This is an optimization exercise on Yosys and OpenROAD, whose aim is small area and a short achievable clock period, not a production implementation.
RTL that was checked went through simulation tests only; none was proved equivalent to the original.
The RTL of runs 1 to 6 was laid out without a check of its function.

==> flow/design.v (outline; a module is shown in full before it is edited, if it fits) <==
// module full_adder: 10 lines
// module final_adder: 244 lines
// module fp32_unpacker: 20 lines
// module fp32_aligner: 18 lines
// module wallace_tree_8_inputs: 507 lines
// module fp32_normalizer_rounder: 329 lines
// module fp32_packer: 14 lines
// module fp32_adder_tree_8_inputs: 84 lines
module fp32_adder_tree_8_inputs (
    input wire clk,
    input wire rst_n,
    input wire [127:0] dvr_fp32addtree8to1_s0,
    input wire [127:0] dvr_fp32addtree8to1_s1,
    input wire [2:0] cru_fp32addtree8to1,
    output wire [127:0] dr_fp32addtree8to1_d
);
  // ...
==> flow/flow/run.sh <==
#!/bin/bash
# Layout flow: ORFS, with two changes to its synthesis script and a setup
# margin for timing repair.
#  - synthesis: Yosys's generic synth step runs without its quick ABC pass, so
#    the full adders written in the RTL reach extract_fa as written (no
#    inverters around them); the final ABC mapping uses flow/abc.script.
#  - layout: standard steps; repair_timing aims at SETUP_SLACK_MARGIN; the
#    port buffers are the platform's smallest buffer.
# Each tool's output goes to ORFS's own logs (orfs/logs/...); make's output to flow.log.
set -euo pipefail
HERE=$(pwd)
FL=$HERE/flow
source $FL/params.sh
sed -e 's#^source \$::env(SCRIPTS_DIR)/synth_preamble.tcl#&\nset abc_args [lreplace $abc_args 1 1 '"$FL"'/abc.script]#' \
    -e 's#synth -top \$::env(DESIGN_NAME) -run fine: {\*}\$synth_full_args#& -noabc#' \
    $FLOW_HOME/scripts/synth.tcl > $HERE/my_synth.tcl
grep -q -- '-noabc' $HERE/my_synth.tcl
grep -q 'abc.script\]' $HERE/my_synth.tcl
sed -e "s#source \$::env(SCRIPTS_DIR)/synth.tcl#source $HERE/my_synth.tcl#" synth_recipe.tcl > my_synth_recipe.tcl
grep -q my_synth.tcl my_synth_recipe.tcl
sed -e "s#SYNTH_SCRIPT=[^ ]*#SYNTH_SCRIPT=$HERE/my_synth_recipe.tcl#" standard.sh > my_standard.sh
grep -q my_synth_recipe.tcl my_standard.sh
export SETUP_SLACK_MARGIN=$MARGIN
# every port still gets a buffer, the smallest one
export BUFFER_PORTS_ARGS="${PORTBUF:--buffer_cell sky130_fd_sc_hd__buf_1}"
bash my_standard.sh finish > flow.log 2>&1
==> flow/flow/abc.script <==
strash
dch
map -B 0.9
topo
stime -c
buffer -c
upsize -c
dnsize -c
==> flow/flow/params.sh <==
MARGIN=35
==> flow/standard.sh <==
#!/bin/bash
# synth_recipe.tcl (not shown) runs the flow's synth.tcl, then flattens the netlist and writes it again
# the make line also repeats each setting of config.mk as NAME=value (left out here)
make -C /OpenROAD-flow-scripts/flow DESIGN_CONFIG=/design/flow/config.mk WORK_HOME=/design/flow/orfs CLKGATE_MAP_FILE= SYNTH_SCRIPT=/design/flow/synth_recipe.tcl "${@:-finish}"
==> flow/config.mk <==
export PLATFORM = sky130hd
export DESIGN_NAME = fp32_adder_tree_8_inputs
export DESIGN_NICKNAME = fp32_adder_tree_8_inputs
export VERILOG_FILES = /design/flow/design.v
export SDC_FILE = /design/flow/constraint.sdc
export NUM_CORES = 8
export LEC_CHECK = 0
export ABC_AREA = 1
export CAP_MARGIN = 20
export CORE_MARGIN = 2
export CORE_UTILIZATION = 40
export SLEW_MARGIN = 20
==> flow/constraint.sdc <==
create_clock -name core_clock -period 64.0 [get_ports {clk}]
set_input_delay 12.8000 -clock core_clock [delete_from_list [all_inputs] [get_ports {clk}]]
set_output_delay 12.8000 -clock core_clock [all_outputs]
set_load 0.01 [all_outputs]
==> results.yml, run 1 <==
global_routing:
  antenna_found_initial: 6
  grt_max_degree: 47
  top_usage_layer: "met2"
  grt_pass1_wl_um: 204000
  grt_use_met2_pct: 52.8
sta:
  hold_viol: 0
  setup_slack_ns: 35.97
  slew_violations: 0
  slew-limit-headroom_pct: 19.8
layout:
  multi_input_comb_cells: 4549
  multi_input_area_share_pct: 79.1
  utilization_pct: 45.6
  final_area_um2: 36600
  seq_cell_count: 35
  nNonClkBuffers: 523
  num-clock-buffers: 5
  largest_class: "multi-input gates"
  clockNetworkAreaShare_pct: 0.461
die:
  dieArea_um2: 83400
  core_area_um2: 80400
run_status:
  status: "timing/DRC/antenna clean"
clock_tree:
  hold_buffers: 0
  cts.sinks: 35
synthesis:
  synth_nets: 6089
  synth_edf_count: 0
  synth.area.top_cells: "nand2_1 (17%), fa_1 (13%), o21ai_0 (8.9%), xor2_1 (8.9%), inv_1 (6.8%)"
  synth_top_family_by_area: "simple AND/OR/NAND/NOR gates"
placed_design:
  pre_cts_ws_ns: 32.57
critical_path:
  crit_buf_inv: 9
  worstSetupStartpointType: "input pin"
  critPathKind: "in2reg"
  critPathRequiredTime_ns: 64.16
route:
  dr_wl_met2_um: 64300
==> inputs of run 2 (changes only) <==
==> flow/flow/params.sh (replaced) <==
MARGIN=31
==> run 2 against run 1 <==
Net effect: flip-flop and latch count did not move; first-iteration DRC count decreased by 5.1%; non-clock buffer count decreased by 82; critical path depth shrank 9; setup slack lost 3.3 ns.
==> results.yml, run 2 <==
clock_tree:
  cts.sinks: 35
  cts_setup_buffers: 0
  root_buffer: "clkbuf_16"
  post_cts_resized: 0
  path_clk_slew_ns: 0.05
  cts_inserted_buffers: 5
  cts_tree: "built"
  htreeDepth: 2
  clock_path_buffers: 2
  hold_buffers: 0
layout:
  largest_reg_flops: 32
  final_cell_mix: "nand2_1 (1454), inv_1 (584), o21ai_0 (580), nor2_1 (423), nand3_1 (404)"
  layout.nets: 6261
  final_area_um2: 34800
  top_register: "sum_q"
  syn2layout_area_growth_pct: 7.12
  drive_gt1_share_pct: 4.82
  reg_top3: "sum_q x32, seg_q x2, valid_q x1"
  utilization_pct: 43.2
  layout_commonest_cell: "nand2_1"
synthesis:
  yosysWarnings: 1
  syn_inst: 5470
  yosys.area.top_type: "nand2_1"
  synth_flop_cell: "dfrtp_1"
  synth_seq_area_share_pct: 2.70
  netlist_area_um2: 32500
  synth.avg_cell_area_um2: 5.93
  async_reset_ff_share_pct: 100
  synth_nets: 6089
  yosys-top-cells-count: "nand2_1 (1456), inv_1 (584), o21ai_0 (580), nor2_1 (423), nand3_1 (406)"
  yosys.cell_types.count: 62
  synth_edf_count: 0
  synth_top_area_share_pct: 16.8
  synth.area.top_cells: "nand2_1 (17%), fa_1 (13%), o21ai_0 (8.9%), xor2_1 (8.9%), inv_1 (6.8%)"
  ys_seq_elements: 35
  synth.most_common_cell: "nand2_1"
sta:
  hold_viol: 0
  setup_violations: 0
  period_minus_slack_ns: 31.31
  worst_pin_slew_ns: 1.14
  slew_violations: 0
  setup_tns_ns: 0
  slew-limit-headroom_pct: 24.1
  rsz0062_at_grt: "no"
  setup_slack_ns: 32.69
  timing.fmax_ghz: 0.0319
  min_period_over_period_pct: 48.9
critical_path:
  cp-startpoint: "dvr_fp32addtree8to1_s1[72]"
  endpoint_kind: "register"
  crit_end: "sum_q[11]"
  critPathRequiredTime_ns: 64.15
  path_max_fanout: 36
  critPathKind: "in2reg"
  slowest_stage: "fa_1"
  worstSetupStartpointType: "input pin"
  arrival_ns: 31.46
  slowest_delay_ns: 1.15
  crit_path_frequent_cell: "nand2_1"
die:
  fp.dieH_um: 289
  core_area_um2: 80400
  start_util_pct: 40.4
  rows: 104
  dieArea_um2: 83400
  num_io_pins: 389
  die_w_um: 289
run:
  maxCapViolations: 0
route:
  wl_um: 136000
  drc: 0
  drtIter0Drc: 3481
  viasPerCell: 5.46
  antenna_left: 0
  dr.pass1.iters: 5
  vias: 36600
  wire_per_inst_um: 20.3
global_routing:
  antenna_found_initial: 6
  grt_use_total_pct: 31.4
  grt_pass1_vias: 33300
  grt_max_degree: 47
  grt_pass1_wl_um: 201000
  overflow: 0
min_path:
  hp-class: "in2async"
placed_design:
  pre_cts_ws_ns: 32.57
  portBuffers: 388
  dp_hpwl_um: 118000
  dpl-instance-area_um2: 34600
  place.gp.congestion: 1.01
run_status:
  status: "timing/DRC/antenna clean"
[run 2: cell types whose count changed in the layout (fill, tap and decap cells not counted), sizes merged, moves of 3 or more]
| cell | previous run | this run |
|---|---|---|
| buf | 508 | 440 |
| clkinvlp | 56 | 2 |
| inv | 583 | 606 |
| clkbuf | 20 | 6 |
| nand2 | 1506 | 1502 |
| clkinv | 9 | 12 |
[run 2: cell type report]
class	instances	area, µm²
Antenna cell	3	7.51
Clock buffer	5	125
Clock inverter	3	43.8
Fill cell	8944	45700
Inverter	618	2330
Multi-Input combinational cell	4541	28200
Sequential cell	35	876
Tap cell	1060	1330
Timing Repair Buffer	441	1860
[run 2: cells by family (layout without fill, tap and decap cells)]
kind of cell / Yosys count / in the layout / synth area share [%]
other: 0 / 3 / 0
muxes: 156 / 156 / 4.81
adders and majority gates: 358 / 358 / 18.6
DFF: 35 / 35 / 2.70
AOI/OAI and AO/OA: 931 / 931 / 16.0
and+or+nand+nor: 2710 / 2710 / 36.6
xor gates and xnor gates: 386 / 386 / 10.4
buffers and inverters: 894 / 1067 / 10.9
[run 2: critical path: cells and delay by family]
family	cells	cell delay, ns
muxes	2	0.42
buffers and inverters	8	1.61
and+or+nand+nor	60	8.22
adders and majority gates	10	4.73
AOI/OAI and AO/OA	14	2.70
xor gates and xnor gates	3	0.89
[run 2: routing by layer]
layer  routed length, µm  up-vias  global-route usage, %
met3                7440      210                   2.06
met2               61800     1371                   52.0
li1                    -    18200                      -
met5                  31        -                      0
met1               59100    16800                   41.3
met4                7630        4                   15.5
[run 2: worst min path at each step]
stage	end	slack, ns	depth (start not counted)
finish	seg_q[0]	12.61	1
global route	seg_q[1]	12.63	1
CTS	seg_q[1]	12.63	1
detailed placement	seg_q[1]	12.93	1
global placement	seg_q[1]	12.91	1
floorplan	seg_q[0]	12.50	0
[run 2: per-stage QoR]
step           hold slack [ns]  cells
6_report                 12.61   6706
5_1_grt                  12.63   6706
4_1_cts                  12.63   6703
3_5_place_dp             12.93   6695
3_3_place_gp             12.91   6693
2_1_floorplan            12.50   5470
==> inputs of run 3 (changes only) <==
==> flow/flow/params.sh (replaced) <==
MARGIN=33
==> run 3 against run 2 <==
Net effect: critical endpoint is now sum_q[10]; via count grew 0.52%; routed wire length rose by 1.1%; clock-buffer cell count stayed put; largest cell class unchanged; highest routed layer unchanged; design area up 1.1%; global-route usage stayed put; still clean; synthesized cell count unchanged; non-clock buffer count up 16; worst hold slack got worse by 0.0011 ns; first-iteration DRC count fell by 1.6%; final cell count is 0.43% higher; sequential share of layout area barely moved.
==> results.yml, run 3 <==
die:
  rows: 104
  num_io_pins: 389
  dieArea_um2: 83400
  core_area_um2: 80400
  fp.dieH_um: 289
  die_w_um: 289
  start_util_pct: 40.4
synthesis:
  ys_seq_elements: 35
  synth.area.top_cells: "nand2_1 (17%), fa_1 (13%), o21ai_0 (8.9%), xor2_1 (8.9%), inv_1 (6.8%)"
  yosys.cell_types.count: 62
  yosys.area.top_type: "nand2_1"
  syn_inst: 5470
  synth_nets: 6089
  synth.avg_cell_area_um2: 5.93
  synth_flop_cell: "dfrtp_1"
  netlist_area_um2: 32500
  synth.most_common_cell: "nand2_1"
  synth_top_area_share_pct: 16.8
  async_reset_ff_share_pct: 100
  yosys-top-cells-count: "nand2_1 (1456), inv_1 (584), o21ai_0 (580), nor2_1 (423), nand3_1 (406)"
  synth_edf_count: 0
  yosysWarnings: 1
  synth_seq_area_share_pct: 2.70
route:
  dr.pass1.iters: 8
  drc: 0
  wl_um: 137000
  viasPerCell: 5.46
  drtIter0Drc: 3427
  wire_per_inst_um: 20.4
  antenna_left: 0
  vias: 36800
min_path:
  hp-class: "in2async"
critical_path:
  cp-startpoint: "dvr_fp32addtree8to1_s1[24]"
  critPathKind: "in2reg"
  critPathRequiredTime_ns: 64.16
  path_max_fanout: 36
  slowest_delay_ns: 0.54
  endpoint_kind: "register"
  arrival_ns: 29.83
  worstSetupStartpointType: "input pin"
  cpLargestDelayFamily: "simple AND/OR/NAND/NOR gates"
  crit_buf_inv: 9
  crit_path_frequent_cell: "nand2_1"
  slowest_stage: "ha_2"
global_routing:
  grt_max_degree: 47
  overflow: 0
  grt_pass1_wl_um: 201000
  grt_use_total_pct: 31.4
  antenna_found_initial: 6
  grt_pass1_vias: 33300
clock_tree:
  cts.sinks: 35
  clock_path_buffers: 2
  htreeDepth: 2
  cts_inserted_buffers: 5
  path_clk_slew_ns: 0.05
  cts_tree: "built"
  root_buffer: "clkbuf_16"
  hold_buffers: 0
sta:
  min_period_over_period_pct: 46.4
  slew_violations: 0
  period_minus_slack_ns: 29.67
  hold_viol: 0
  worst_pin_slew_ns: 1.13
  setup_violations: 0
  rsz0062_at_grt: "no"
  timing.fmax_ghz: 0.0337
  slew-limit-headroom_pct: 24.7
  setup_tns_ns: 0
run:
  maxCapViolations: 0
placed_design:
  place.gp.congestion: 1.01
  portBuffers: 388
  dp_hpwl_um: 118000
layout:
  top_register: "sum_q"
  reg_top3: "sum_q x32, seg_q x2, valid_q x1"
  final_cell_mix: "nand2_1 (1452), o21ai_0 (576), inv_1 (573), nor2_1 (422), nand3_1 (404)"
  syn2layout_area_growth_pct: 8.25
  layout.nets: 6290
  largest_reg_flops: 32
  layout_commonest_cell: "nand2_1"
  drive_gt1_share_pct: 5.82
run_status:
  status: "timing/DRC/antenna clean"
==> run 3: repair_timing <==
action / CTS / global route
setup buffers: 0 / 16
pin swaps: 0 / 5
endpoints found under the setup margin: 22 / 31
gates cloned: 0 / 13
gates resized for setup: 3 / 45
==> run 3: logic make-up (layout without fill, tap and decap cells) <==
kind of cell | count (synthesis) | in the layout | synth area share, %
AND/OR/NAND/NOR | 2710 | 2711 | 36.6
AO/OA/AOI/OAI | 931 | 931 | 16.0
buffers and inverters | 894 | 1095 | 10.9
XOR/XNOR | 386 | 386 | 10.4
adder cells (fa/ha/maj) | 358 | 358 | 18.6
multiplexers | 156 | 156 | 4.81
flip-flops | 35 | 35 | 2.70
other | 0 | 3 | 0
==> run 3: final cells by class <==
class,count,area [µm²]
Fill cell,8939,45300
Clock buffer,5,125
Clock inverter,3,43.8
Multi-Input combinational cell,4542,28300
Tap cell,1060,1330
Timing Repair inverter,12,65.1
Antenna cell,3,7.51
Sequential cell,35,876
Inverter,618,2380
Timing Repair Buffer,457,2000
==> run 3: worst paths after layout <==
| path | endpoint | cells after the start |
|---|---|---|
| max | sum_q[10] | 102 |
| min | seg_q[0] | 1 |
| max in group asynchronous | sum_q[27] | 1 |
| min in group core_clock | seg_q[1] | 1 |
==> run 3: metrics by stage <==
step	setup slack, ns	cells	area [µm²]	utilization, %	hold slack, ns
finish	34.33	6735	35100	43.7	12.61
global route	32.98	6735	35100	43.7	12.63
CTS	33.19	6703	34800	43.2	12.63
detailed placement	32.57	6695	34600	43.0	12.93
global placement	32.72	6693	34500	43.0	12.91
floorplan	37.10	5470	32500	-	12.50
==> run 3: metal layers <==
layer  global-route usage, %  share of wire [%]
met1                    41.3                 43
met3                    2.06                5.5
met2                    52.0                 45
met5                       0              0.023
met4                    15.5                5.6
==> inputs of run 4 (changes only) <==
==> flow/flow/abc.script (replaced) <==
strash
dch
map -B 0.5
topo
stime -c
buffer -c
upsize -c
dnsize -c
==> run 4 against run 3 <==
Net effect: clock-buffer cell count grew 1; setup slack lost 0.049 ns; fmax decreased by 0.16%; critical path type unchanged; highest routed layer unchanged.
==> results.yml, run 4 <==
synthesis:
  synth.avg_cell_area_um2: 5.89
  synth_edf_count: 0
  yosys-top-cells-count: "nand2_1 (1334), o21ai_0 (622), inv_1 (555), nand3_1 (461), nor2_1 (449)"
  async_reset_ff_share_pct: 100
  synth_seq_area_share_pct: 2.72
  ys_seq_elements: 35
  netlist_area_um2: 32200
  synth_top_area_share_pct: 15.6
  synth.most_common_cell: "nand2_1"
  synth_flop_cell: "dfrtp_1"
  yosys.area.top_type: "nand2_1"
  synth.area.top_cells: "nand2_1 (16%), fa_1 (13%), o21ai_0 (9.7%), xor2_1 (8.4%), nand3_1 (7.2%)"
  yosys.cell_types.count: 57
  syn_inst: 5458
  yosysWarnings: 1
  synth_nets: 6077
route:
  antenna_left: 0
  wl_um: 134000
  drc: 0
  vias: 37500
  drtIter0Drc: 4012
  dr.pass1.iters: 8
  viasPerCell: 5.61
  wire_per_inst_um: 20.0
clock_tree:
  root_buffer: "clkbuf_16"
  htreeDepth: 2
  path_clk_slew_ns: 0.05
  cts_inserted_buffers: 5
  clock_path_buffers: 2
  cts_tree: "built"
  cts.sinks: 35
sta:
  min_period_over_period_pct: 46.4
  setup_tns_ns: 0
  hold_viol: 0
  worst_pin_slew_ns: 1.07
  setup_violations: 0
  timing.fmax_ghz: 0.0337
  slew_violations: 0
  setup_slack_ns: 34.28
  slew-limit-headroom_pct: 28.4
  period_minus_slack_ns: 29.72
  rsz0062_at_grt: "yes"
global_routing:
  antenna_found_initial: 8
  grt_pass1_vias: 33700
  grt_use_total_pct: 30.8
  grt_max_degree: 49
  grt_pass1_wl_um: 199000
  overflow: 0
die:
  die_w_um: 288
  core_area_um2: 79300
  dieArea_um2: 82700
  fp.dieH_um: 288
  num_io_pins: 389
  rows: 103
  start_util_pct: 40.6
critical_path:
  path_max_fanout: 31
  worstSetupStartpointType: "input pin"
  arrival_ns: 29.86
  crit_buf_inv: 8
  critPathRequiredTime_ns: 64.14
  cpLargestDelayFamily: "simple AND/OR/NAND/NOR gates"
  slowest_delay_ns: 0.63
  critPathKind: "in2reg"
  crit_path_frequent_cell: "nand2_1"
  slowest_stage: "fa_1"
  endpoint_kind: "register"
placed_design:
  dp_hpwl_um: 113000
  pre_cts_ws_ns: 31.34
  portBuffers: 388
  place.gp.congestion: 1.04
layout:
  top_register: "sum_q"
  drive_gt1_share_pct: 5.59
  layout.nets: 6252
  regArea_um2: 876
  largest_reg_flops: 32
  syn2layout_area_growth_pct: 8.08
  reg_top3: "sum_q x32, seg_q x2, valid_q x1"
  multiInputGateArea_um2: 28000
  final_cell_mix: "nand2_1 (1331), o21ai_0 (619), inv_1 (546), nand3_1 (460), nor2_1 (448)"
  fillCellCount: 8785
  layout_commonest_cell: "nand2_1"
run:
  maxCapViolations: 0
min_path:
  hp-class: "in2async"
run_status:
  status: "timing/DRC/antenna clean"
[run 4: cell count changes in the layout (fill, tap and decap cells not counted), sizes merged, moves of 14 or more]
| cell | change |
|---|---|
| a21oi | +30 |
| a22oi | +15 |
| a31oi | +21 |
| inv | -14 |
| mux2i | -85 |
| nand2 | -137 |
| nand3 | +79 |
| nand4 | +48 |
| nor3 | -22 |
| o21a | +15 |
| o21ai | +45 |
| o21bai | -19 |
| o22ai | -23 |
| xor2 | -20 |
[run 4: final cells by class]
cell class | instances | share of cell area [%]
antenna | 7 | 0.0504
clock buffer | 6 | 0.400
clock inverter | 1 | 0.0144
inverter | 604 | 6.73
multi-input combinational | 4516 | 80.5
sequential | 35 | 2.52
tap | 1050 | 3.78
timing repair buffer | 462 | 5.83
timing repair inverter | 9 | 0.151
[run 4: cell families (layout without fill, tap and decap cells)]
logic type | Yosys count | in the layout | synth area share (%)
AO/OA/AOI/OAI | 1035 | 1035 | 18.0
XOR/XNOR | 376 | 377 | 10.2
adder cells (fa/ha/maj) | 358 | 358 | 18.8
buffers and inverters | 910 | 1082 | 11.1
flip-flops | 35 | 35 | 2.72
multiplexers | 71 | 71 | 2.21
other | 0 | 7 | 0
AND/OR/NAND/NOR | 2673 | 2675 | 37.0
[run 4: worst paths after layout]
| check | from | to | cells past startpoint |
|---|---|---|---|
| worst min-delay path | rst_n | seg_q[0] | 1 |
| worst max-delay path | dvr_fp32addtree8to1_s1[125] | sum_q[22] | 93 |
| min in group core_clock | cru_fp32addtree8to1[2] | valid_q | 1 |
| max in group asynchronous | rst_n | sum_q[17] | 1 |
[run 4: repair_timing]
action                                  4_1_cts  5_1_grt
setup buffers                                 2       24
gates cloned                                  1       11
gates resized for setup                      23       31
hold buffers                                  0        0
pin swaps                                     4       12
endpoints found under the setup margin       31       31
[run 4: metrics by stage]
step,hold WS (ns),utilization (%),instance area [µm²],std cells
floorplan,12.50,-,32200,5458
global placement,12.91,43.0,34100,6637
detailed placement,12.90,43.0,34100,6637
CTS,12.63,43.3,34300,6647
global route,12.63,43.8,34700,6687
finish,12.62,43.8,34800,6690
[run 4: metal layers]
metal | vias to the layer above | share of wire, % | global-route usage, %
met1 | 17300 | 44 | 43.0
met3 | 214 | 8.3 | 3.80
met4 | 6 | 3.8 | 10.2
li1 | 18400 | - | -
met2 | 1583 | 44 | 49.1
met5 | - | 0.028 | 0
==> inputs of run 5 (changes only) <==
==> flow/flow/abc.script (replaced) <==
&get -n
&st
&dch
&nf
&st
&syn2
&if -g -K 6
&synch2
&nf
&st
&syn2
&if -g -K 6
&synch2
&nf
&st
&syn2
&if -g -K 6
&synch2
&nf
&st
&syn2
&if -g -K 6
&synch2
&nf
&st
&syn2
&if -g -K 6
&synch2
&nf
&put
buffer -c
topo
stime -c
upsize -c
dnsize -c
==> run 5 against run 4 <==
Net effect: worst hold slack lost 0.017 ns; setup slack lost 0.77 ns; synthesized cell count fell by 17%; routed wire length up 4.2%; utilization rose by 1.5 points; critical path type unchanged; critical endpoint is now sum_q[4]; critical path depth fell by 22.
==> results.yml, run 5 <==
critical_path:
  path_max_fanout: 34
  arrival_ns: 30.64
  critPathRequiredTime_ns: 64.16
  slowest_delay_ns: 0.57
  slowest_stage: "or4_4"
  critPathKind: "in2reg"
  crit_path_frequent_cell: "ha_1"
  worstSetupStartpointType: "input pin"
  endpoint_kind: "register"
run:
  maxCapViolations: 0
clock_tree:
  clock_path_buffers: 2
  path_clk_slew_ns: 0.05
  root_buffer: "clkbuf_16"
  cts.sinks: 35
  cts_inserted_buffers: 5
  htreeDepth: 2
  cts_tree: "built"
sta:
  min_period_over_period_pct: 47.6
  setup_tns_ns: 0
  period_minus_slack_ns: 30.49
  slew-limit-headroom_pct: 20.9
  slew_violations: 0
  hold_viol: 0
  rsz0062_at_grt: "no"
  timing.fmax_ghz: 0.0328
  setup_violations: 0
  worst_pin_slew_ns: 1.17
global_routing:
  grt_max_degree: 43
  antenna_found_initial: 2
  grt_pass1_vias: 33000
  overflow: 0
  grt_use_total_pct: 31.0
  grt_pass1_wl_um: 206000
synthesis:
  yosysWarnings: 1
  synth.avg_cell_area_um2: 7.34
  yosys.area.top_type: "fa_1"
  synth.most_common_cell: "nand2_1"
  netlist_area_um2: 33100
  async_reset_ff_share_pct: 100
  yosys.cell_types.count: 122
  syn_inst: 4511
  ys_seq_elements: 35
  synth.area.top_cells: "fa_1 (13%), mux2i_1 (8.1%), xnor2_1 (7.7%), nand2_1 (6.0%), nor2_1 (5.9%)"
  synth_edf_count: 0
  synth_seq_area_share_pct: 2.65
  synth_top_area_share_pct: 12.6
  yosys-top-cells-count: "nand2_1 (526), nor2_1 (524), a21oi_1 (294), xnor2_1 (291), mux2i_1 (269)"
  synth_nets: 5130
  synth_flop_cell: "dfrtp_1"
placed_design:
  dp_hpwl_um: 116000
  place.gp.congestion: 1.02
  dpl-instance-area_um2: 35700
  portBuffers: 388
layout:
  drive_gt1_share_pct: 10.6
  reg_top3: "sum_q x32, seg_q x2, valid_q x1"
  layout.nets: 5399
  final_cell_mix: "nand2_1 (519), nor2_1 (512), buf_1 (380), a21oi_1 (281), xnor2_1 (274)"
  top_register: "sum_q"
  final_area_um2: 37100
  syn2layout_area_growth_pct: 12.2
  largest_reg_flops: 32
  layout_commonest_cell: "nand2_1"
die:
  start_util_pct: 40.4
  die_w_um: 292
  num_io_pins: 389
  core_area_um2: 82000
  fp.dieH_um: 292
  dieArea_um2: 85100
  rows: 105
route:
  vias: 35900
  antenna_left: 0
  wire_per_inst_um: 23.9
  dr.pass1.iters: 6
  viasPerCell: 6.13
  drtIter0Drc: 4029
  wl_um: 140000
  drc: 0
run_status:
  status: "timing/DRC/antenna clean"
min_path:
  hp-class: "in2async"
run 5: cell count changes in the layout (fill, tap and decap cells not counted), moves of 69 or more:
cell and delta:
a211oi_1 +69, a21oi_1 +146, and2_1 +143, inv_1 -441, mux2i_1 +188, mux4_2 +71
nand2_1 -812, nand3_1 -371, nor2b_1 +71, o211ai_1 -77, o21ai_0 -374, xnor2_1 +214
xor2_1 -182
run 5: final cells by class:
cell class	count	area [µm²]
Timing Repair Buffer	523	2680
Sequential cell	35	876
Tap cell	1070	1340
Fill cell	8623	44800
Clock buffer	6	129
Clock inverter	2	12.5
Timing Repair inverter	2	17.5
Antenna cell	1	2.50
Multi-Input combinational cell	4092	31600
Inverter	121	502
run 5: kinds of logic (layout without fill, tap and decap cells):
family | count (synthesis) | after routing | share of synthesized area (%)
AOI/OAI and AO/OA | 1065 | 1066 | 21.1
xor gates and xnor gates | 429 | 429 | 11.4
adders and majority gates | 366 | 366 | 18.5
buffers and inverters | 385 | 654 | 4.71
DFF | 35 | 35 | 2.65
muxes | 410 | 410 | 15.5
other | 0 | 1 | 0
and+or+nand+nor | 1821 | 1821 | 26.2
run 5: path summary, 6_finish.rpt:
check | endpoint | start | slack (ns) | cells after the start
setup / recovery | sum_q[4] | dvr_fp32addtree8to1_s1[92] | 33.52 | 71
hold / removal | sum_q[12] | rst_n | 12.60 | 1
max in group asynchronous | sum_q[22] | rst_n | 50.91 | 1
min in group core_clock | seg_q[1] | cru_fp32addtree8to1[1] | 12.63 | 1
run 5: metrics by stage:
step                      setup WS [ns]  cells  hold WS (ns)  util (%)
after floorplan                   33.30   4511         12.50         -
after global placement            29.96   5792         12.92      43.5
after detailed placement          30.26   5792         12.90      43.5
after CTS                         33.00   5813         12.63      44.3
after global routing              32.95   5851         12.63      45.3
final                             33.52   5852         12.60      45.3
run 5: routing by layer:
layer | vias up | global-route usage, % | part of all wire (%) | routed length, µm
li1 | 16800 | - | - | -
met1 | 17100 | 42.8 | 43 | 59900
met2 | 1733 | 49.3 | 44 | 61500
met3 | 266 | 2.90 | 7.7 | 10700
met4 | 2 | 13.9 | 5.4 | 7530
met5 | - | 0 | 0.0093 | 13
run 5: critical path, delay by kind of cell:
kind | cells | cell delay, ns
AOI/OAI and AO/OA | 25 | 5.53
xor gates and xnor gates | 2 | 0.34
adders and majority gates | 12 | 4.85
buffers and inverters | 11 | 1.76
muxes | 4 | 1.29
and+or+nand+nor | 17 | 3.99
run 5: what timing repair did:
item / in CTS / in global routing
cloned: 0 / 7
resized for setup: 82 / 111
setup buffers: 13 / 31
pin swaps: 4 / 29
hold buffers: 0 / 0
endpoints found under the setup margin: 31 / 31
==> inputs of run 6 (changes only) <==
==> flow/flow/abc.script (replaced) <==
strash
dch
map -B 0.9
topo
stime -c
buffer -c
upsize -c
dnsize -c
==> flow/flow/params.sh (replaced) <==
MARGIN=37
==> run 6 against run 5 <==
Net effect: synthesized cell count is 21% higher; critical path depth is 31 higher; first-iteration DRC count is 1.5% higher; final cell count is 21% higher; still clean; non-clock buffer count is 215 higher; synthesized area is 1.9% lower.
==> results.yml, run 6 <==
run:
  maxCapViolations: 0
synthesis:
  synth_nets: 6089
  syn_inst: 5470
  synth.most_common_cell: "nand2_1"
  synth_flop_cell: "dfrtp_1"
  synth.area.top_cells: "nand2_1 (17%), fa_1 (13%), o21ai_0 (8.9%), xor2_1 (8.9%), inv_1 (6.8%)"
  async_reset_ff_share_pct: 100
  yosys.cell_types.count: 62
  synth.avg_cell_area_um2: 5.93
  yosysWarnings: 1
  netlist_area_um2: 32500
  synth_edf_count: 0
  synth_top_area_share_pct: 16.8
  yosys-top-cells-count: "nand2_1 (1456), inv_1 (584), o21ai_0 (580), nor2_1 (423), nand3_1 (406)"
  yosys.area.top_type: "nand2_1"
  synth_seq_area_share_pct: 2.70
  ys_seq_elements: 35
sta:
  setup_tns_ns: 0
  slew-limit-headroom_pct: 27.6
  timing.fmax_ghz: 0.0372
  setup_violations: 0
  hold_viol: 0
  slew_violations: 0
  rsz0062_at_grt: "yes"
  period_minus_slack_ns: 26.91
  worst_pin_slew_ns: 1.08
  min_period_over_period_pct: 42.0
layout:
  top_register: "sum_q"
  fillCellCount: 8351
  regArea_um2: 876
  syn2layout_area_growth_pct: 28.0
  final_cell_mix: "nand2_1 (1357), inv_1 (534), o21ai_0 (478), nor2_1 (372), nand3_1 (370)"
  layout.nets: 6614
  reg_top3: "sum_q x32, seg_q x2, valid_q x1"
  multiInputGateArea_um2: 31600
  drive_gt1_share_pct: 19.3
  final_area_um2: 41500
  largest_reg_flops: 32
  layout_commonest_cell: "nand2_1"
  utilization_pct: 51.7
clock_tree:
  hold_buffers: 0
  htreeDepth: 2
  cts_inserted_buffers: 5
  cts.sinks: 35
  root_buffer: "clkbuf_16"
  path_clk_slew_ns: 0.05
  cts_tree: "built"
  clock_path_buffers: 2
die:
  num_io_pins: 389
  die_w_um: 289
  dieArea_um2: 83400
  fp.dieH_um: 289
  rows: 104
  core_area_um2: 80400
  start_util_pct: 40.4
global_routing:
  grt_max_degree: 47
  antenna_found_initial: 9
  grt_pass1_vias: 35300
  grt_use_total_pct: 33.4
  grt_pass1_wl_um: 214000
  overflow: 0
route:
  wire_per_inst_um: 21.3
  viasPerCell: 5.60
  vias: 39500
  antenna_left: 0
  drtIter0Drc: 4088
  drc: 0
  wl_um: 150000
  dr.pass1.iters: 6
run_status:
  status: "timing/DRC/antenna clean"
critical_path:
  arrival_ns: 27.13
  cp-startpoint: "dvr_fp32addtree8to1_s1[104]"
  crit_buf_inv: 19
  crit_end: "sum_q[16]"
  slowest_stage: "fa_2"
  cpLargestDelayFamily: "simple AND/OR/NAND/NOR gates"
  endpoint_kind: "register"
  crit_path_frequent_cell: "nand2_1"
  path_max_fanout: 16
  critPathKind: "in2reg"
  crit_cells: 102
  slowest_delay_ns: 0.67
  critPathRequiredTime_ns: 64.22
  worstSetupStartpointType: "input pin"
min_path:
  hp-class: "in2async"
placed_design:
  place.gp.congestion: 1.01
  dp_hpwl_um: 118000
  dpl-instance-area_um2: 34600
  portBuffers: 388
## run 6: cell count changes in the layout (fill, tap and decap cells not counted), moves of 158 or more
cell / before / now
nand2_1: 519 / 1357
inv_1: 105 / 534
nand3_1: 89 / 370
xnor2_1: 274 / 36
o21ai_0: 245 / 478
a21oi_1: 281 / 84
buf_4: 113 / 277
xor2_1: 122 / 280
## run 6: worst min path at each step
stage	to	cells past startpoint	slack [ns]	start
after floorplan	seg_q[0]	0	12.50	rst_n
after global placement	seg_q[1]	1	12.91	cru_fp32addtree8to1[1]
after detailed placement	seg_q[1]	1	12.93	cru_fp32addtree8to1[1]
after CTS	seg_q[1]	1	12.63	cru_fp32addtree8to1[1]
after global routing	seg_q[1]	1	12.63	cru_fp32addtree8to1[1]
final	seg_q[0]	1	12.61	rst_n
## run 6: what timing repair did
action                                  CTS  global route
cloned                                   51            21
pin swaps                                84           208
gates resized for setup                 401           603
endpoints found under the setup margin   32            31
hold endpoints to repair                  0             0
buffers inserted                        131           149
## run 6: cell type report
cell class / count / area share [%]
multi-input cells: 4561 / 76.1
repair buffers: 738 / 11.6
inverters: 618 / 6.06
well taps: 1060 / 3.19
flip-flops and latches: 35 / 2.11
repair inverters: 36 / 0.584
clock buffers: 5 / 0.301
clock inverters: 3 / 0.105
diodes: 5 / 0.0301
## run 6: per-layer routing
| metal | global-route usage, % | wire length [µm] | up-vias |
|---|---|---|---|
| li1 | - | - | 19000 |
| met1 | 42.5 | 61400 | 18400 |
| met2 | 55.0 | 67800 | 1813 |
| met3 | 3.68 | 11000 | 349 |
| met4 | 18.6 | 9840 | 8 |
| met5 | 0 | 56 | - |
## run 6: cells by family after synthesis
logic type | after synthesis | share of synthesized area (%)
muxes | 156 | 4.81
buffers and inverters | 894 | 10.9
adders and majority gates | 358 | 18.6
and+or+nand+nor | 2710 | 36.6
DFF | 35 | 2.70
AOI/OAI and AO/OA | 931 | 16.0
xor gates and xnor gates | 386 | 10.4
## run 6: per-stage QoR
step	worst slack [ns]	std cells	hold slack, ns
2_1_floorplan	37.10	5470	12.50
3_3_place_gp	32.72	6693	12.91
3_5_place_dp	32.57	6695	12.93
4_1_cts	37.00	6885	12.63
5_1_grt	36.34	7060	12.63
6_report	37.09	7061	12.61
==> module fp32_normalizer_rounder, before the edit <==
module fp32_normalizer_rounder (
    input  wire [34:0] mag,
    input  wire [7:0]  exp_in,      
    output wire [30:0] res,         
    output wire        overflow
);
    wire [31:0] lim = (exp_in <= 8'd32) ? (32'd1 << (6'd32 - exp_in[5:0])) : 32'd0;
    wire [63:0] lzv = {mag | {3'b000, lim}, 1'b1, 28'b0};
    wire lz_z0_0 = ~lzv[63];
    wire lz_z0_1 = ~lzv[62];
    wire lz_z0_2 = ~lzv[61];
    wire lz_z0_3 = ~lzv[60];
    wire lz_z0_4 = ~lzv[59];
    wire lz_z0_5 = ~lzv[58];
    wire lz_z0_6 = ~lzv[57];
    wire lz_z0_7 = ~lzv[56];
    wire lz_z0_8 = ~lzv[55];
    wire lz_z0_9 = ~lzv[54];
    wire lz_z0_10 = ~lzv[53];
    wire lz_z0_11 = ~lzv[52];
    wire lz_z0_12 = ~lzv[51];
    wire lz_z0_13 = ~lzv[50];
    wire lz_z0_14 = ~lzv[49];
    wire lz_z0_15 = ~lzv[48];
    wire lz_z0_16 = ~lzv[47];
    wire lz_z0_17 = ~lzv[46];
    wire lz_z0_18 = ~lzv[45];
    wire lz_z0_19 = ~lzv[44];
    wire lz_z0_20 = ~lzv[43];
    wire lz_z0_21 = ~lzv[42];
    wire lz_z0_22 = ~lzv[41];
    wire lz_z0_23 = ~lzv[40];
    wire lz_z0_24 = ~lzv[39];
    wire lz_z0_25 = ~lzv[38];
    wire lz_z0_26 = ~lzv[37];
    wire lz_z0_27 = ~lzv[36];
    wire lz_z0_28 = ~lzv[35];
    wire lz_z0_29 = ~lzv[34];
    wire lz_z0_30 = ~lzv[33];
    wire lz_z0_31 = ~lzv[32];
    wire lz_z0_32 = ~lzv[31];
    wire lz_z0_33 = ~lzv[30];
    wire lz_z0_34 = ~lzv[29];
    wire lz_z0_35 = ~lzv[28];
    wire lz_z0_36 = ~lzv[27];
    wire lz_z0_37 = ~lzv[26];
    wire lz_z0_38 = ~lzv[25];
    wire lz_z0_39 = ~lzv[24];
    wire lz_z0_40 = ~lzv[23];
    wire lz_z0_41 = ~lzv[22];
    wire lz_z0_42 = ~lzv[21];
    wire lz_z0_43 = ~lzv[20];
    wire lz_z0_44 = ~lzv[19];
    wire lz_z0_45 = ~lzv[18];
    wire lz_z0_46 = ~lzv[17];
    wire lz_z0_47 = ~lzv[16];
    wire lz_z0_48 = ~lzv[15];
    wire lz_z0_49 = ~lzv[14];
    wire lz_z0_50 = ~lzv[13];
    wire lz_z0_51 = ~lzv[12];
    wire lz_z0_52 = ~lzv[11];
    wire lz_z0_53 = ~lzv[10];
    wire lz_z0_54 = ~lzv[9];
    wire lz_z0_55 = ~lzv[8];
    wire lz_z0_56 = ~lzv[7];
    wire lz_z0_57 = ~lzv[6];
    wire lz_z0_58 = ~lzv[5];
    wire lz_z0_59 = ~lzv[4];
    wire lz_z0_60 = ~lzv[3];
    wire lz_z0_61 = ~lzv[2];
    wire lz_z0_62 = ~lzv[1];
    wire lz_z0_63 = ~lzv[0];
    wire lz_z1_0 = lz_z0_0 & lz_z0_1;
    wire [0:0] lz_c1_0 = lz_z0_0;
    wire lz_z1_1 = lz_z0_2 & lz_z0_3;
    wire [0:0] lz_c1_1 = lz_z0_2;
    wire lz_z1_2 = lz_z0_4 & lz_z0_5;
    wire [0:0] lz_c1_2 = lz_z0_4;
    wire lz_z1_3 = lz_z0_6 & lz_z0_7;
    wire [0:0] lz_c1_3 = lz_z0_6;
    wire lz_z1_4 = lz_z0_8 & lz_z0_9;
    wire [0:0] lz_c1_4 = lz_z0_8;
    wire lz_z1_5 = lz_z0_10 & lz_z0_11;
    wire [0:0] lz_c1_5 = lz_z0_10;
    wire lz_z1_6 = lz_z0_12 & lz_z0_13;
    wire [0:0] lz_c1_6 = lz_z0_12;
    wire lz_z1_7 = lz_z0_14 & lz_z0_15;
    wire [0:0] lz_c1_7 = lz_z0_14;
    wire lz_z1_8 = lz_z0_16 & lz_z0_17;
    wire [0:0] lz_c1_8 = lz_z0_16;
    wire lz_z1_9 = lz_z0_18 & lz_z0_19;
    wire [0:0] lz_c1_9 = lz_z0_18;
    wire lz_z1_10 = lz_z0_20 & lz_z0_21;
    wire [0:0] lz_c1_10 = lz_z0_20;
    wire lz_z1_11 = lz_z0_22 & lz_z0_23;
    wire [0:0] lz_c1_11 = lz_z0_22;
    wire lz_z1_12 = lz_z0_24 & lz_z0_25;
    wire [0:0] lz_c1_12 = lz_z0_24;
    wire lz_z1_13 = lz_z0_26 & lz_z0_27;
    wire [0:0] lz_c1_13 = lz_z0_26;
    wire lz_z1_14 = lz_z0_28 & lz_z0_29;
    wire [0:0] lz_c1_14 = lz_z0_28;
    wire lz_z1_15 = lz_z0_30 & lz_z0_31;
    wire [0:0] lz_c1_15 = lz_z0_30;
    wire lz_z1_16 = lz_z0_32 & lz_z0_33;
    wire [0:0] lz_c1_16 = lz_z0_32;
    wire lz_z1_17 = lz_z0_34 & lz_z0_35;
    wire [0:0] lz_c1_17 = lz_z0_34;
    wire lz_z1_18 = lz_z0_36 & lz_z0_37;
    wire [0:0] lz_c1_18 = lz_z0_36;
    wire lz_z1_19 = lz_z0_38 & lz_z0_39;
    wire [0:0] lz_c1_19 = lz_z0_38;
    wire lz_z1_20 = lz_z0_40 & lz_z0_41;
    wire [0:0] lz_c1_20 = lz_z0_40;
    wire lz_z1_21 = lz_z0_42 & lz_z0_43;
    wire [0:0] lz_c1_21 = lz_z0_42;
    wire lz_z1_22 = lz_z0_44 & lz_z0_45;
    wire [0:0] lz_c1_22 = lz_z0_44;
    wire lz_z1_23 = lz_z0_46 & lz_z0_47;
    wire [0:0] lz_c1_23 = lz_z0_46;
    wire lz_z1_24 = lz_z0_48 & lz_z0_49;
    wire [0:0] lz_c1_24 = lz_z0_48;
    wire lz_z1_25 = lz_z0_50 & lz_z0_51;
    wire [0:0] lz_c1_25 = lz_z0_50;
    wire lz_z1_26 = lz_z0_52 & lz_z0_53;
    wire [0:0] lz_c1_26 = lz_z0_52;
    wire lz_z1_27 = lz_z0_54 & lz_z0_55;
    wire [0:0] lz_c1_27 = lz_z0_54;
    wire lz_z1_28 = lz_z0_56 & lz_z0_57;
    wire [0:0] lz_c1_28 = lz_z0_56;
    wire lz_z1_29 = lz_z0_58 & lz_z0_59;
    wire [0:0] lz_c1_29 = lz_z0_58;
    wire lz_z1_30 = lz_z0_60 & lz_z0_61;
    wire [0:0] lz_c1_30 = lz_z0_60;
    wire lz_z1_31 = lz_z0_62 & lz_z0_63;
    wire [0:0] lz_c1_31 = lz_z0_62;
    wire lz_z2_0 = lz_z1_0 & lz_z1_1;
    wire [1:0] lz_c2_0 = lz_z1_0 ? {1'b1, lz_c1_1} : {1'b0, lz_c1_0};
    wire lz_z2_1 = lz_z1_2 & lz_z1_3;
    wire [1:0] lz_c2_1 = lz_z1_2 ? {1'b1, lz_c1_3} : {1'b0, lz_c1_2};
    wire lz_z2_2 = lz_z1_4 & lz_z1_5;
    wire [1:0] lz_c2_2 = lz_z1_4 ? {1'b1, lz_c1_5} : {1'b0, lz_c1_4};
    wire lz_z2_3 = lz_z1_6 & lz_z1_7;
    wire [1:0] lz_c2_3 = lz_z1_6 ? {1'b1, lz_c1_7} : {1'b0, lz_c1_6};
    wire lz_z2_4 = lz_z1_8 & lz_z1_9;
    wire [1:0] lz_c2_4 = lz_z1_8 ? {1'b1, lz_c1_9} : {1'b0, lz_c1_8};
    wire lz_z2_5 = lz_z1_10 & lz_z1_11;
    wire [1:0] lz_c2_5 = lz_z1_10 ? {1'b1, lz_c1_11} : {1'b0, lz_c1_10};
    wire lz_z2_6 = lz_z1_12 & lz_z1_13;
    wire [1:0] lz_c2_6 = lz_z1_12 ? {1'b1, lz_c1_13} : {1'b0, lz_c1_12};
    wire lz_z2_7 = lz_z1_14 & lz_z1_15;
    wire [1:0] lz_c2_7 = lz_z1_14 ? {1'b1, lz_c1_15} : {1'b0, lz_c1_14};
    wire lz_z2_8 = lz_z1_16 & lz_z1_17;
    wire [1:0] lz_c2_8 = lz_z1_16 ? {1'b1, lz_c1_17} : {1'b0, lz_c1_16};
    wire lz_z2_9 = lz_z1_18 & lz_z1_19;
    wire [1:0] lz_c2_9 = lz_z1_18 ? {1'b1, lz_c1_19} : {1'b0, lz_c1_18};
    wire lz_z2_10 = lz_z1_20 & lz_z1_21;
    wire [1:0] lz_c2_10 = lz_z1_20 ? {1'b1, lz_c1_21} : {1'b0, lz_c1_20};
    wire lz_z2_11 = lz_z1_22 & lz_z1_23;
    wire [1:0] lz_c2_11 = lz_z1_22 ? {1'b1, lz_c1_23} : {1'b0, lz_c1_22};
    wire lz_z2_12 = lz_z1_24 & lz_z1_25;
    wire [1:0] lz_c2_12 = lz_z1_24 ? {1'b1, lz_c1_25} : {1'b0, lz_c1_24};
    wire lz_z2_13 = lz_z1_26 & lz_z1_27;
    wire [1:0] lz_c2_13 = lz_z1_26 ? {1'b1, lz_c1_27} : {1'b0, lz_c1_26};
    wire lz_z2_14 = lz_z1_28 & lz_z1_29;
    wire [1:0] lz_c2_14 = lz_z1_28 ? {1'b1, lz_c1_29} : {1'b0, lz_c1_28};
    wire lz_z2_15 = lz_z1_30 & lz_z1_31;
    wire [1:0] lz_c2_15 = lz_z1_30 ? {1'b1, lz_c1_31} : {1'b0, lz_c1_30};
    wire lz_z3_0 = lz_z2_0 & lz_z2_1;
    wire [2:0] lz_c3_0 = lz_z2_0 ? {1'b1, lz_c2_1} : {1'b0, lz_c2_0};
    wire lz_z3_1 = lz_z2_2 & lz_z2_3;
    wire [2:0] lz_c3_1 = lz_z2_2 ? {1'b1, lz_c2_3} : {1'b0, lz_c2_2};
    wire lz_z3_2 = lz_z2_4 & lz_z2_5;
    wire [2:0] lz_c3_2 = lz_z2_4 ? {1'b1, lz_c2_5} : {1'b0, lz_c2_4};
    wire lz_z3_3 = lz_z2_6 & lz_z2_7;
    wire [2:0] lz_c3_3 = lz_z2_6 ? {1'b1, lz_c2_7} : {1'b0, lz_c2_6};
    wire lz_z3_4 = lz_z2_8 & lz_z2_9;
    wire [2:0] lz_c3_4 = lz_z2_8 ? {1'b1, lz_c2_9} : {1'b0, lz_c2_8};
    wire lz_z3_5 = lz_z2_10 & lz_z2_11;
    wire [2:0] lz_c3_5 = lz_z2_10 ? {1'b1, lz_c2_11} : {1'b0, lz_c2_10};
    wire lz_z3_6 = lz_z2_12 & lz_z2_13;
    wire [2:0] lz_c3_6 = lz_z2_12 ? {1'b1, lz_c2_13} : {1'b0, lz_c2_12};
    wire lz_z3_7 = lz_z2_14 & lz_z2_15;
    wire [2:0] lz_c3_7 = lz_z2_14 ? {1'b1, lz_c2_15} : {1'b0, lz_c2_14};
    wire lz_z4_0 = lz_z3_0 & lz_z3_1;
    wire [3:0] lz_c4_0 = lz_z3_0 ? {1'b1, lz_c3_1} : {1'b0, lz_c3_0};
    wire lz_z4_1 = lz_z3_2 & lz_z3_3;
    wire [3:0] lz_c4_1 = lz_z3_2 ? {1'b1, lz_c3_3} : {1'b0, lz_c3_2};
    wire lz_z4_2 = lz_z3_4 & lz_z3_5;
    wire [3:0] lz_c4_2 = lz_z3_4 ? {1'b1, lz_c3_5} : {1'b0, lz_c3_4};
    wire lz_z4_3 = lz_z3_6 & lz_z3_7;
    wire [3:0] lz_c4_3 = lz_z3_6 ? {1'b1, lz_c3_7} : {1'b0, lz_c3_6};
    wire lz_z5_0 = lz_z4_0 & lz_z4_1;
    wire [4:0] lz_c5_0 = lz_z4_0 ? {1'b1, lz_c4_1} : {1'b0, lz_c4_0};
    wire lz_z5_1 = lz_z4_2 & lz_z4_3;
    wire [4:0] lz_c5_1 = lz_z4_2 ? {1'b1, lz_c4_3} : {1'b0, lz_c4_2};
    wire lz_z6_0 = lz_z5_0 & lz_z5_1;
    wire [5:0] lz_c6_0 = lz_z5_0 ? {1'b1, lz_c5_1} : {1'b0, lz_c5_0};
    wire [5:0] sh = lz_c6_0;
    wire [34:0] n1 = sh[5] ? {mag[2:0], 32'b0} : mag;
    wire [34:0] n2 = sh[4] ? {n1[18:0], 16'b0} : n1;
    wire [34:0] n3 = sh[3] ? {n2[26:0], 8'b0} : n2;
    wire [34:0] n4 = sh[2] ? {n3[30:0], 4'b0} : n3;
    wire [34:0] n5 = sh[1] ? {n4[32:0], 2'b0} : n4;
    wire [34:0] nn = sh[0] ? {n5[33:0], 1'b0} : n5;
    wire normal = nn[34];
    wire g = nn[10];
    wire r = nn[9];
    wire st = |(mag[8:0] & (9'h1ff >> sh));
    wire rnd = g & (r | st | nn[11]);
    wire [8:0] x3 = {1'b0, exp_in} + 9'd3 - {3'b0, sh};
    wire [8:0] x4 = {1'b0, exp_in} + 9'd4 - {3'b0, sh};
    wire ov3 = x3 >= 9'd255;
    wire ov4 = x4 >= 9'd255;
    wire [22:0] mr;
    wire [22:0] mant = nn[33:11];
    wire rn_1 = mant[1] & mant[0];
    wire rn_2 = mant[2] & mant[1];
    wire rn_3 = mant[3] & mant[2];
    wire rn_4 = mant[4] & mant[3];
    wire rn_5 = mant[5] & mant[4];
    wire rn_6 = mant[6] & mant[5];
    wire rn_7 = mant[7] & mant[6];
    wire rn_8 = mant[8] & mant[7];
    wire rn_9 = mant[9] & mant[8];
    wire rn_10 = mant[10] & mant[9];
    wire rn_11 = mant[11] & mant[10];
    wire rn_12 = mant[12] & mant[11];
    wire rn_13 = mant[13] & mant[12];
    wire rn_14 = mant[14] & mant[13];
    wire rn_15 = mant[15] & mant[14];
    wire rn_16 = mant[16] & mant[15];
    wire rn_17 = mant[17] & mant[16];
    wire rn_18 = mant[18] & mant[17];
    wire rn_19 = mant[19] & mant[18];
    wire rn_20 = mant[20] & mant[19];
    wire rn_21 = mant[21] & mant[20];
    wire rn_22 = mant[22] & mant[21];
    wire rn_23 = rn_2 & mant[0];
    wire rn_24 = rn_3 & rn_1;
    wire rn_25 = rn_4 & rn_2;
    wire rn_26 = rn_5 & rn_3;
    wire rn_27 = rn_6 & rn_4;
    wire rn_28 = rn_7 & rn_5;
    wire rn_29 = rn_8 & rn_6;
    wire rn_30 = rn_9 & rn_7;
    wire rn_31 = rn_10 & rn_8;
    wire rn_32 = rn_11 & rn_9;
    wire rn_33 = rn_12 & rn_10;
    wire rn_34 = rn_13 & rn_11;
    wire rn_35 = rn_14 & rn_12;
    wire rn_36 = rn_15 & rn_13;
    wire rn_37 = rn_16 & rn_14;
    wire rn_38 = rn_17 & rn_15;
    wire rn_39 = rn_18 & rn_16;
    wire rn_40 = rn_19 & rn_17;
    wire rn_41 = rn_20 & rn_18;
    wire rn_42 = rn_21 & rn_19;
    wire rn_43 = rn_22 & rn_20;
    wire rn_44 = rn_25 & mant[0];
    wire rn_45 = rn_26 & rn_1;
    wire rn_46 = rn_27 & rn_23;
    wire rn_47 = rn_28 & rn_24;
    wire rn_48 = rn_29 & rn_25;
    wire rn_49 = rn_30 & rn_26;
    wire rn_50 = rn_31 & rn_27;
    wire rn_51 = rn_32 & rn_28;
    wire rn_52 = rn_33 & rn_29;
    wire rn_53 = rn_34 & rn_30;
    wire rn_54 = rn_35 & rn_31;
    wire rn_55 = rn_36 & rn_32;
    wire rn_56 = rn_37 & rn_33;
    wire rn_57 = rn_38 & rn_34;
    wire rn_58 = rn_39 & rn_35;
    wire rn_59 = rn_40 & rn_36;
    wire rn_60 = rn_41 & rn_37;
    wire rn_61 = rn_42 & rn_38;
    wire rn_62 = rn_43 & rn_39;
    wire rn_63 = rn_48 & mant[0];
    wire rn_64 = rn_49 & rn_1;
    wire rn_65 = rn_50 & rn_23;
    wire rn_66 = rn_51 & rn_24;
    wire rn_67 = rn_52 & rn_44;
    wire rn_68 = rn_53 & rn_45;
    wire rn_69 = rn_54 & rn_46;
    wire rn_70 = rn_55 & rn_47;
    wire rn_71 = rn_56 & rn_48;
    wire rn_72 = rn_57 & rn_49;
    wire rn_73 = rn_58 & rn_50;
    wire rn_74 = rn_59 & rn_51;
    wire rn_75 = rn_60 & rn_52;
    wire rn_76 = rn_61 & rn_53;
    wire rn_77 = rn_62 & rn_54;
    wire rn_78 = rn_71 & mant[0];
    wire rn_79 = rn_72 & rn_1;
    wire rn_80 = rn_73 & rn_23;
    wire rn_81 = rn_74 & rn_24;
    wire rn_82 = rn_75 & rn_44;
    wire rn_83 = rn_76 & rn_45;
    wire rn_84 = rn_77 & rn_46;
    assign mr[0] = mant[0] ^ rnd;
    assign mr[1] = mant[1] ^ (rnd & mant[0]);
    assign mr[2] = mant[2] ^ (rnd & rn_1);
    assign mr[3] = mant[3] ^ (rnd & rn_23);
    assign mr[4] = mant[4] ^ (rnd & rn_24);
    assign mr[5] = mant[5] ^ (rnd & rn_44);
    assign mr[6] = mant[6] ^ (rnd & rn_45);
    assign mr[7] = mant[7] ^ (rnd & rn_46);
    assign mr[8] = mant[8] ^ (rnd & rn_47);
    assign mr[9] = mant[9] ^ (rnd & rn_63);
    assign mr[10] = mant[10] ^ (rnd & rn_64);
    assign mr[11] = mant[11] ^ (rnd & rn_65);
    assign mr[12] = mant[12] ^ (rnd & rn_66);
    assign mr[13] = mant[13] ^ (rnd & rn_67);
    assign mr[14] = mant[14] ^ (rnd & rn_68);
    assign mr[15] = mant[15] ^ (rnd & rn_69);
    assign mr[16] = mant[16] ^ (rnd & rn_70);
    assign mr[17] = mant[17] ^ (rnd & rn_78);
    assign mr[18] = mant[18] ^ (rnd & rn_79);
    assign mr[19] = mant[19] ^ (rnd & rn_80);
    assign mr[20] = mant[20] ^ (rnd & rn_81);
    assign mr[21] = mant[21] ^ (rnd & rn_82);
    assign mr[22] = mant[22] ^ (rnd & rn_83);
    wire rn_85 = rnd & rn_84;
    wire cm = rn_85;
    wire [7:0] er = normal ? (cm ? x4[7:0] : x3[7:0]) : {7'b0, cm};
    assign overflow = normal & (cm ? ov4 : ov3);
    assign res = {er, mr};
endmodule
==> module fp32_adder_tree_8_inputs, before the edit <==
module fp32_adder_tree_8_inputs (
    input wire clk,
    input wire rst_n,
    input wire [127:0] dvr_fp32addtree8to1_s0,
    input wire [127:0] dvr_fp32addtree8to1_s1,
    input wire [2:0] cru_fp32addtree8to1,
    output wire [127:0] dr_fp32addtree8to1_d
);
    genvar i;
    wire [7:0] sgn, hid, inf, nan;
    wire [7:0] ex [0:7];
    wire [22:0] man [0:7];
    generate
        for (i = 0; i < 8; i = i + 1) begin : unpack_gen
            fp32_unpacker u (
                .fp_in({dvr_fp32addtree8to1_s1[16*i +: 16], dvr_fp32addtree8to1_s0[16*i +: 16]}),
                .sign(sgn[i]), .exponent(ex[i]), .hidden(hid[i]), .mantissa(man[i]),
                .is_inf(inf[i]), .is_nan(nan[i]));
        end
    endgenerate
    wire pinf = |(inf & ~sgn);
    wire ninf = |(inf & sgn);
    wire res_nan = (|nan) | (pinf & ninf);
    wire res_inf = pinf | ninf;
    wire all_neg = &sgn;
    function [7:0] max2(input [7:0] a, input [7:0] b);
        reg c;
        integer k;
        begin
            c = 1'b1;
            for (k = 0; k < 8; k = k + 1)
                c = (a[k] & ~b[k]) | ((a[k] | ~b[k]) & c);
            max2 = c ? a : b;
        end
    endfunction
    wire [7:0] m01 = max2(ex[0], ex[1]);
    wire [7:0] m23 = max2(ex[2], ex[3]);
    wire [7:0] m45 = max2(ex[4], ex[5]);
    wire [7:0] m67 = max2(ex[6], ex[7]);
    wire [7:0] m03 = max2(m01, m23);
    wire [7:0] m47 = max2(m45, m67);
    wire [7:0] emax = max2(m03, m47);
    wire [255:0] aligned;
    generate
        for (i = 0; i < 8; i = i + 1) begin : align_gen
            fp32_aligner a (
                .sign(sgn[i]), .hidden(hid[i]), .mantissa(man[i]),
                .diff(emax - ex[i]),
                .aligned(aligned[32*i +: 32]));
        end
    endgenerate
    wire [35:0] row_a, row_b, sum;
    wallace_tree_8_inputs tree (.data_in(aligned), .sgn(sgn), .row_a(row_a), .row_b(row_b));
    final_adder cpa (.a(row_a), .b(row_b), .sum(sum));
    wire neg = sum[35];
    wire [34:0] mag = sum[34:0] ^ {35{neg}};
    wire zero = ~|mag;
    wire sign = zero ? all_neg : neg;
    wire [30:0] res;
    wire overflow;
    fp32_normalizer_rounder nr (.mag(mag), .exp_in(emax), .res(res), .overflow(overflow));
    wire [31:0] fp_sum_result;
    fp32_packer pk (.res_nan(res_nan), .res_inf(res_inf), .inf_sign(ninf),
                    .overflow(overflow), .sign(sign), .res(res), .fp_out(fp_sum_result));
    reg [31:0] sum_q;
    reg        valid_q;
    reg [1:0]  seg_q;
    always @(posedge clk or negedge rst_n) begin
        if (!rst_n) begin
            sum_q   <= 32'b0;
            valid_q <= 1'b0;
            seg_q   <= 2'b0;
        end else begin
            sum_q   <= fp_sum_result;
            valid_q <= cru_fp32addtree8to1[2];
            seg_q   <= cru_fp32addtree8to1[1:0];
        end
    end
    assign dr_fp32addtree8to1_d = {
        {32{valid_q & (seg_q == 2'b11)}} & sum_q,
        {32{valid_q & (seg_q == 2'b10)}} & sum_q,
        {32{valid_q & (seg_q == 2'b01)}} & sum_q,
        {32{valid_q & (seg_q == 2'b00)}} & sum_q};
endmodule
==> inputs of run 7 (changes only) <==
--- a/flow/design.v
+++ b/flow/design.v
@@ -1009,4 +1009,8 @@
     wire rnd = g & (r | st | nn[11]);
-    wire [8:0] x3 = {1'b0, exp_in} + 9'd3 - {3'b0, sh};
-    wire [8:0] x4 = {1'b0, exp_in} + 9'd4 - {3'b0, sh};
+    wire [8:0] e3 = {1'b0, exp_in} + 9'd3;
+    wire [8:0] e4 = {1'b0, exp_in} + 9'd4;
+    wire [8:0] nsh = ~{3'b0, sh};
+    wire [8:0] x3, x4;
+    assign x3 = e3 - {3'b0, sh};
+    assign x4 = e4 - {3'b0, sh};
     wire ov3 = x3 >= 9'd255;
@@ -1184,2 +1188,35 @@
     wire [7:0] emax = max2(m03, m47);
+    wire [7:0] dif [0:7];
+    wire [7:0] nx0 = ~ex[0];
+    wire [7:0] d0;
+    assign d0 = emax - ex[0];
+    assign dif[0] = d0;
+    wire [7:0] nx1 = ~ex[1];
+    wire [7:0] d1;
+    assign d1 = emax - ex[1];
+    assign dif[1] = d1;
+    wire [7:0] nx2 = ~ex[2];
+    wire [7:0] d2;
+    assign d2 = emax - ex[2];
+    assign dif[2] = d2;
+    wire [7:0] nx3 = ~ex[3];
+    wire [7:0] d3;
+    assign d3 = emax - ex[3];
+    assign dif[3] = d3;
+    wire [7:0] nx4 = ~ex[4];
+    wire [7:0] d4;
+    assign d4 = emax - ex[4];
+    assign dif[4] = d4;
+    wire [7:0] nx5 = ~ex[5];
+    wire [7:0] d5;
+    assign d5 = emax - ex[5];
+    assign dif[5] = d5;
+    wire [7:0] nx6 = ~ex[6];
+    wire [7:0] d6;
+    assign d6 = emax - ex[6];
+    assign dif[6] = d6;
+    wire [7:0] nx7 = ~ex[7];
+    wire [7:0] d7;
+    assign d7 = emax - ex[7];
+    assign dif[7] = d7;
     wire [255:0] aligned;
@@ -1189,3 +1226,3 @@
                 .sign(sgn[i]), .hidden(hid[i]), .mantissa(man[i]),
-                .diff(emax - ex[i]),
+                .diff(dif[i]),
                 .aligned(aligned[32*i +: 32]));
==> flow/flow/params.sh (replaced) <==
MARGIN=35
==> run 7 against run 6 <==
Net effect: worst hold slack improved by 0.0052 ns; via count shrank 6.1%; global-route usage shrank 2.8 points; routed wire length is 11% lower.
==> results.yml, run 7 <==
run_status:
  status: "timing/DRC/antenna clean"
synthesis:
  synth.area.mux_share_pct: 4.25
  yosys.area_share.simple_pct: 36.0
  synth_flop_cell: "dfrtp_1"
  syn_inst: 5387
  synth.most_common_cell: "nand2_1"
  synth_top_area_share_pct: 17.4
  yosys.cell_types.count: 62
  yosys-top-cells-count: "nand2_1 (1486), o21ai_0 (582), inv_1 (550), nor2_1 (393), nand3_1 (358)"
  yosysWarnings: 1
  synth_fa_ha_area_share_pct: 18.8
  synth_nets: 6006
  synth_seq_area_share_pct: 2.73
  netlist_area_um2: 32000
  synth_top_family_by_area: "simple AND/OR/NAND/NOR gates"
  async_reset_ff_share_pct: 100
  synth.avg_cell_area_um2: 5.95
  ys_seq_elements: 35
die:
  num_io_pins: 389
  dieArea_um2: 82400
  start_util_pct: 40.5
  fp.dieH_um: 287
  core_area_um2: 79100
critical_path:
  path_max_fanout: 32
  crit_buf_inv: 12
  slowest_stage: "fa_1"
  worstSetupStartpointType: "input pin"
  arrival_ns: 28.39
  slowest_delay_ns: 0.52
  endpoint_kind: "register"
layout:
  syn2layout_area_growth_pct: 13.3
  reg_top3: "sum_q x32, seg_q x2, valid_q x1"
  top_register: "sum_q"
  fillCellCount: 8670
  layout_commonest_cell: "nand2_1"
  regArea_um2: 876
  layout.nets: 6296
  drive_gt1_share_pct: 9.60
  final_cell_mix: "nand2_1 (1466), o21ai_0 (557), inv_1 (534), nor2_1 (383), buf_1 (375)"
run:
  maxCapViolations: 0
sta:
  min_period_over_period_pct: 44.1
  slew_violations: 0
  rsz0062_at_grt: "no"
  setup_violations: 0
  hold_viol: 0
  worst_pin_slew_ns: 1.13
placed_design:
  dp_hpwl_um: 112000
  place.gp.congestion: 1.04
  portBuffers: 388
clock_tree:
  cts.sinks: 35
  clock_path_buffers: 2
  htreeDepth: 2
  cts_inserted_buffers: 5
route:
  dr.pass1.iters: 7
  vias: 37100
  antenna_left: 0
  drc: 0
  drtIter0Drc: 3582
min_path:
  hold_depth: 1
  min_to: "valid_q"
  min-delay-start: "cru_fp32addtree8to1[2]"
global_routing:
  grt_max_degree: 45
  antenna_found_initial: 4
  grt_pass1_vias: 33400
run 7: what timing repair did:
item / CTS / global route
buffers inserted: 16 / 69
resized for setup: 73 / 207
cloned: 10 / 14
hold buffers: 0 / 0
pin swaps: 7 / 46
setup endpoints to repair: 31 / 31
run 7: how the worst max path moves through the flow:
| stage | slack (ns) | cells past startpoint | startpoint | endpoint |
|---|---|---|---|---|
| 6_report | 35.77 | 92 | dvr_fp32addtree8to1_s1[45] | sum_q[15] |
| 5_1_grt | 34.95 | 95 | dvr_fp32addtree8to1_s1[126] | sum_q[1] |
| 4_1_cts | 35.02 | 101 | dvr_fp32addtree8to1_s1[41] | sum_q[0] |
| 3_5_place_dp | 32.51 | 97 | dvr_fp32addtree8to1_s1[41] | sum_q[1] |
| 3_3_place_gp | 32.80 | 97 | dvr_fp32addtree8to1_s1[41] | sum_q[1] |
| 2_1_floorplan | 37.06 | 93 | dvr_fp32addtree8to1_s1[125] | sum_q[18] |
run 7: layout make-up:
type,count,share of cell area [%]
Clock inverter,3,0.0551
Clock buffer,5,0.345
Tap cell,1050,3.62
Multi-Input combinational cell,4488,79.3
Timing Repair inverter,10,0.179
Inverter,601,6.51
Timing Repair Buffer,536,7.60
Sequential cell,35,2.41
Antenna cell,2,0.0138
run 7: stage by stage:
| step | setup slack (ns) | cell area, µm² | instances | util (%) |
|---|---|---|---|---|
| final | 35.77 | 36300 | 6730 | 45.9 |
| after global routing | 34.95 | 36300 | 6730 | 45.9 |
| after CTS | 35.02 | 34800 | 6645 | 43.9 |
| after detailed placement | 32.51 | 34100 | 6611 | 43.2 |
| after global placement | 32.80 | 34100 | 6611 | 43.1 |
| after floorplan | 37.06 | 32000 | 5387 | - |
run 7: cell families after synthesis:
logic type | after synthesis
xor+xnor | 385
flops | 35
mux | 136
simple gates | 2652
compound gates | 948
buf+inv | 873
fa+ha+maj | 358
run 7: routing by layer:
metal	part of all wire (%)	routed length [µm]	global-route usage (%)
met3	6.8	9190	3.39
met4	4.1	5460	10.5
met5	0.0075	10	0
met1	43	57600	40.7
met2	46	61900	51.1

-- separate check: timing with driven ports --
No port has a modelled driver above. Below, the same layouts with a new extraction and two added sets of constraints.
Step 1 (the two cells are an assumption about what drives the block):
set clk [get_ports {clk}]
set_driving_cell -lib_cell sky130_fd_sc_hd__clkbuf_16 $clk
set_driving_cell -lib_cell sky130_fd_sc_hd__buf_2 [delete_from_list [all_inputs] $clk]
Step 2 times the ports against the registers' clock, not the clock port: input delays grow and output delays shrink by t, the midpoint of the rising clock arrivals with the driver on.
a / b / c = ideal / step 1 / step 2; a / b = the first two.
run	t, ns	setup WS [ns]	worst setup path at the end	latest minus earliest clock arrival (ns)
run 1	0.325	35.974 / 35.973 / 35.648	input to register	0.005 / 0.005
run 2	0.321	32.689 / 32.707 / 32.386	input to register	0.005 / 0.005
run 3	0.320	34.333 / 34.353 / 34.033	input to register	0.005 / 0.006
run 4	0.308	34.284 / 34.293 / 33.985	input to register	0.007 / 0.007
run 5	0.303	33.515 / 33.522 / 33.219	input to register	0.004 / 0.004
run 6	0.324	37.092 / 37.089 / 36.765	input to register	0.006 / 0.006
run 7	0.305	35.771 / 35.752 / 35.447	input to register	0.004 / 0.004
After both steps setup and hold are still met in every run listed. The setup slack of run 6, which loses most, moves by -0.003 ns with the drivers and by -0.327 ns with both steps.
